Source: an optimization exercise on an open RTL-to-GDS flow (aim: small area). Production flows keep margins and buffers that such runs may drop.
Only simulation tests tie the RTL to the original design; equivalence was not proved.
Power figures rest on the tool's default switching activity, not on a simulated workload.

lane 1:
Design amp_frontend, start of the top module:
module amp_frontend (
    input reset,
    input wire clk,
    input rx_in,
    input nerror_in,
    output i2s_bck,
    output i2s_ws,
    output i2s_d0,
    output i2c_sda,
    output i2c_scl,
    output nenable_out,
    output nmute_out);
Size in the first run: ~510 cells after synthesis, about 4100 um^2 of cells after synthesis.
==> flow/config.mk <==
export PLATFORM = sky130hd
export DESIGN_NAME = amp_frontend
export DESIGN_NICKNAME = amp_frontend
export VERILOG_FILES = /design/flow/design.v
export SDC_FILE = /design/flow/constraint.sdc
export NUM_CORES = 4
export LEC_CHECK = 0
export CAP_MARGIN = 20
export CORE_MARGIN = 2
export CORE_UTILIZATION = 40
export SLEW_MARGIN = 20
==> flow/constraint.sdc <==
create_clock -name core_clock -period 10.0 [get_ports {clk}]
set_input_delay 2.0000 -clock core_clock [delete_from_list [all_inputs] [get_ports {clk}]]
set_output_delay 2.0000 -clock core_clock [all_outputs]
set_load 0.01 [all_outputs]
standard.sh (not shown) runs the stock make flow with config.mk's settings and CLKGATE_MAP_FILE= SYNTH_SCRIPT=/design/flow/synth_recipe.tcl, a recipe that flattens the netlist after the stock synthesis.
==> flow/flow/run.sh <==
#!/bin/bash
# The standard layout (standard.sh) with three changes:
#  - synthesis maps the logic with an area-oriented ABC recipe (area.abc,
#    best of a few seeds) and
#    leaves adders to ABC instead of mapping them to adder cells first;
#  - the clock tree is built without dummy load cells;
#  - ports get minimum-size buffers.
# make's output goes to standard.log; each tool's log is in orfs/logs.
set -euo pipefail
W=$PWD
export AREA_ABC_SCRIPT=$W/flow/area.abc
export FLOW_SYNTH_TCL=$W/synth_recipe.tcl
export AREA_ABC_DIR=$W/abc_runs
mkdir -p $AREA_ABC_DIR
export ADDER_MAP_FILE=
export CTS_ARGS="-sink_clustering_enable -repair_clock_nets -dont_use_dummy_load -buf_list {sky130_fd_sc_hd__clkbuf_4 sky130_fd_sc_hd__clkbuf_8}"
export BUFFER_PORTS_ARGS="-buffer_cell sky130_fd_sc_hd__buf_1"
sed "s#SYNTH_SCRIPT=[^ ]*#SYNTH_SCRIPT=$W/flow/area_synth.tcl#" standard.sh > area_standard.sh
grep -q "SYNTH_SCRIPT=$W/flow/area_synth.tcl" area_standard.sh
bash area_standard.sh > standard.log 2>&1
==> flow/flow/area.abc <==
strash
&get -n
&fraig -x
&put
scorr
dc2
strash
&get -n
&deepsyn -T 30 -S SEED
&put
dch -f
amap
==> flow/flow/area_synth.tcl <==
# The standard flow's synthesis script (synth_recipe.tcl, which sources ORFS's synth.tcl)
# with one change: the ABC call uses the area-oriented recipe in area.abc
# instead of ORFS's speed script. The recipe's &deepsyn step is run with a
# few random seeds and the mapping with the smallest cell area is kept.
# Registers are mapped before ABC runs, so they are the same as in the
# standard synthesis.
proc abc {args} {
  set i [lsearch $args -script]
  set lib [lindex $args [expr {[lsearch $args -liberty] + 1}]]
  set recipe [read [set f [open $::env(AREA_ABC_SCRIPT)]]][close $f]
  yosys design -save pre_abc
  set best_area ""
  foreach seed {1 3 7 11 13 19 29 37} {
    yosys design -load pre_abc
    set script $::env(AREA_ABC_DIR)/area_seed$seed.abc
    set f [open $script w]
    puts -nonewline $f [string map [list SEED $seed] $recipe]
    close $f
    if {$i >= 0} { lset args [expr {$i + 1}] $script }
    yosys abc {*}$args
    yosys tee -q -o $::env(AREA_ABC_DIR)/area_seed$seed.stat stat -liberty $lib
    set f [open $::env(AREA_ABC_DIR)/area_seed$seed.stat]
    regexp {Chip area for module [^:]*:\s*([0-9.]+)} [read $f] -> area
    close $f
    puts "area-oriented ABC, seed $seed: cell area $area"
    if {$best_area eq "" || $area < $best_area} {
      set best_area $area
      set best_seed $seed
      yosys design -save best_abc
    }
  }
  puts "area-oriented ABC: keeping seed $best_seed ($best_area)"
  yosys design -load best_abc
}
source $::env(FLOW_SYNTH_TCL)
Edits applied to the flow inputs when going from lane 1 to lane 2:
==> flow/flow/area.abc <==
strash
&get -n
&fraig -x
&put
scorr
dc2
strash
&get -n
&deepsyn -T 30 -S SEED
MAP
==> flow/flow/area_synth.tcl <==
# The standard flow's synthesis script (synth_recipe.tcl, which sources ORFS's synth.tcl)
# with one change: the ABC call uses the area-oriented recipe in area.abc
# instead of ORFS's speed script. The recipe's &deepsyn step is run with a
# few random seeds, each followed by two mappers (amap and &nf), and the
# mapping with the smallest cell area is kept.
# Registers are mapped before ABC runs, so they are the same as in the
# standard synthesis.
proc abc {args} {
  set i [lsearch $args -script]
  set lib [lindex $args [expr {[lsearch $args -liberty] + 1}]]
  set recipe [read [set f [open $::env(AREA_ABC_SCRIPT)]]][close $f]
  yosys design -save pre_abc
  set best_area ""
  set maps [dict create amap "&put\ndch -f\namap" nf "&dch -f\n&nf -R 1000\n&put"]
  foreach seed {1 3 7 11 13 19 29 37} {
   foreach m {amap nf} {
    yosys design -load pre_abc
    set script $::env(AREA_ABC_DIR)/area_seed${seed}_$m.abc
    set f [open $script w]
    puts -nonewline $f [string map [list SEED $seed MAP [subst -nocommands -novariables [dict get $maps $m]]] $recipe]
    close $f
    if {$i >= 0} { lset args [expr {$i + 1}] $script }
    yosys abc {*}$args
    yosys tee -q -o $::env(AREA_ABC_DIR)/area_seed${seed}_$m.stat stat -liberty $lib
    set f [open $::env(AREA_ABC_DIR)/area_seed${seed}_$m.stat]
    regexp {Chip area for module [^:]*:\s*([0-9.]+)} [read $f] -> area
    close $f
    puts "area-oriented ABC, seed $seed, $m: cell area $area"
    if {$best_area eq "" || $area < $best_area} {
      set best_area $area
      set best_seed "$seed, $m"
      yosys design -save best_abc
    }
   }
  }
  puts "area-oriented ABC: keeping seed $best_seed ($best_area)"
  yosys design -load best_abc
}
source $::env(FLOW_SYNTH_TCL)
## What came out
Routing usage on met1 ends up higher on lane 2. Lane 1 → lane 2: post-synthesis cell count has decreased; chip height has decreased; non-clock buffer count has increased. Lane 2 — final cell area excluding filler cells 1.3% lower, lane 1 as reference. As of lane 2, routed wire length had risen by a few percent compared to lane 1. Critical path depth down 1 in lane 2 wrt lane 1.
Modified inputs, lane 3 compared to lane 2
-- flow/flow/area_synth.tcl --
<<< lane 2, line 13
  set best_area ""
  set maps [dict create amap "&put\ndch -f\namap" nf "&dch -f\n&nf -R 1000\n&put"]
  foreach seed {1 3 7 11 13 19 29 37} {
   foreach m {amap nf} {
    yosys design -load pre_abc
>>> lane 3, line 13
  set best_area ""
  set maps [dict create amap "&put\ndch -f\namap" nf "&dch -f\n&nf -R 1000\n&put"]
  foreach seed {1 3 7 11 13 17 19 23 29 31 37 41 43 47 53 59} {
   foreach m {amap nf} {
    yosys design -load pre_abc
Results
Re sum of internal, switching and leakage power: no difference whatsoever between lane 2 and lane 3. Comparing lane 2 against lane 3, there is no change at all in global-route usage over all layers. From lane 2 to lane 3, worst hold slack did not move at all. From lane 3 to lane 2, number of buffers inserted by port buffering did not move at all. Taking lane 2 as the reference, in lane 3 count of buffers not belonging to the clock network in the layout held steady; number of max-slew violations in the final report comparable; routed wire length now sits at about the same level; design area saw little to no change.

==> port drivers added, routing unchanged <==
The flow's constraints put no driver on any port. The routed layouts listed below were extracted and timed again, unchanged, in two steps.
Step 1 sets driving cells, clkbuf_16 on the clock port and buf_2 on the other inputs (assumed; they add their load-dependent delay and slew).
Step 2 adds t to the input delays and takes it off the output delays; t is the mean of the earliest and latest rising clock arrival at the registers after step 1. Input paths then give back, and output paths get back, about the clock's delay inside the block.
Three values: ideal ports, drivers, drivers and shift; two values: the first two.
run | t (ns) | setup WS [ns] | latest minus earliest clock arrival (ns) | worst slew at a driven data input, ns | cell pins on the clock port's net
lane 1 | 0.377 | 5.614 / 5.581 / 5.958 | 0.023 / 0.023 | 0.03 | 1
lane 2 | 0.376 | 5.759 / 5.726 / 6.102 | 0.027 / 0.026 | 0.03 | 1
lane 3 | 0.376 | 5.759 / 5.726 / 6.102 | 0.027 / 0.026 | 0.03 | 1
After both steps every run listed still meets setup and hold.
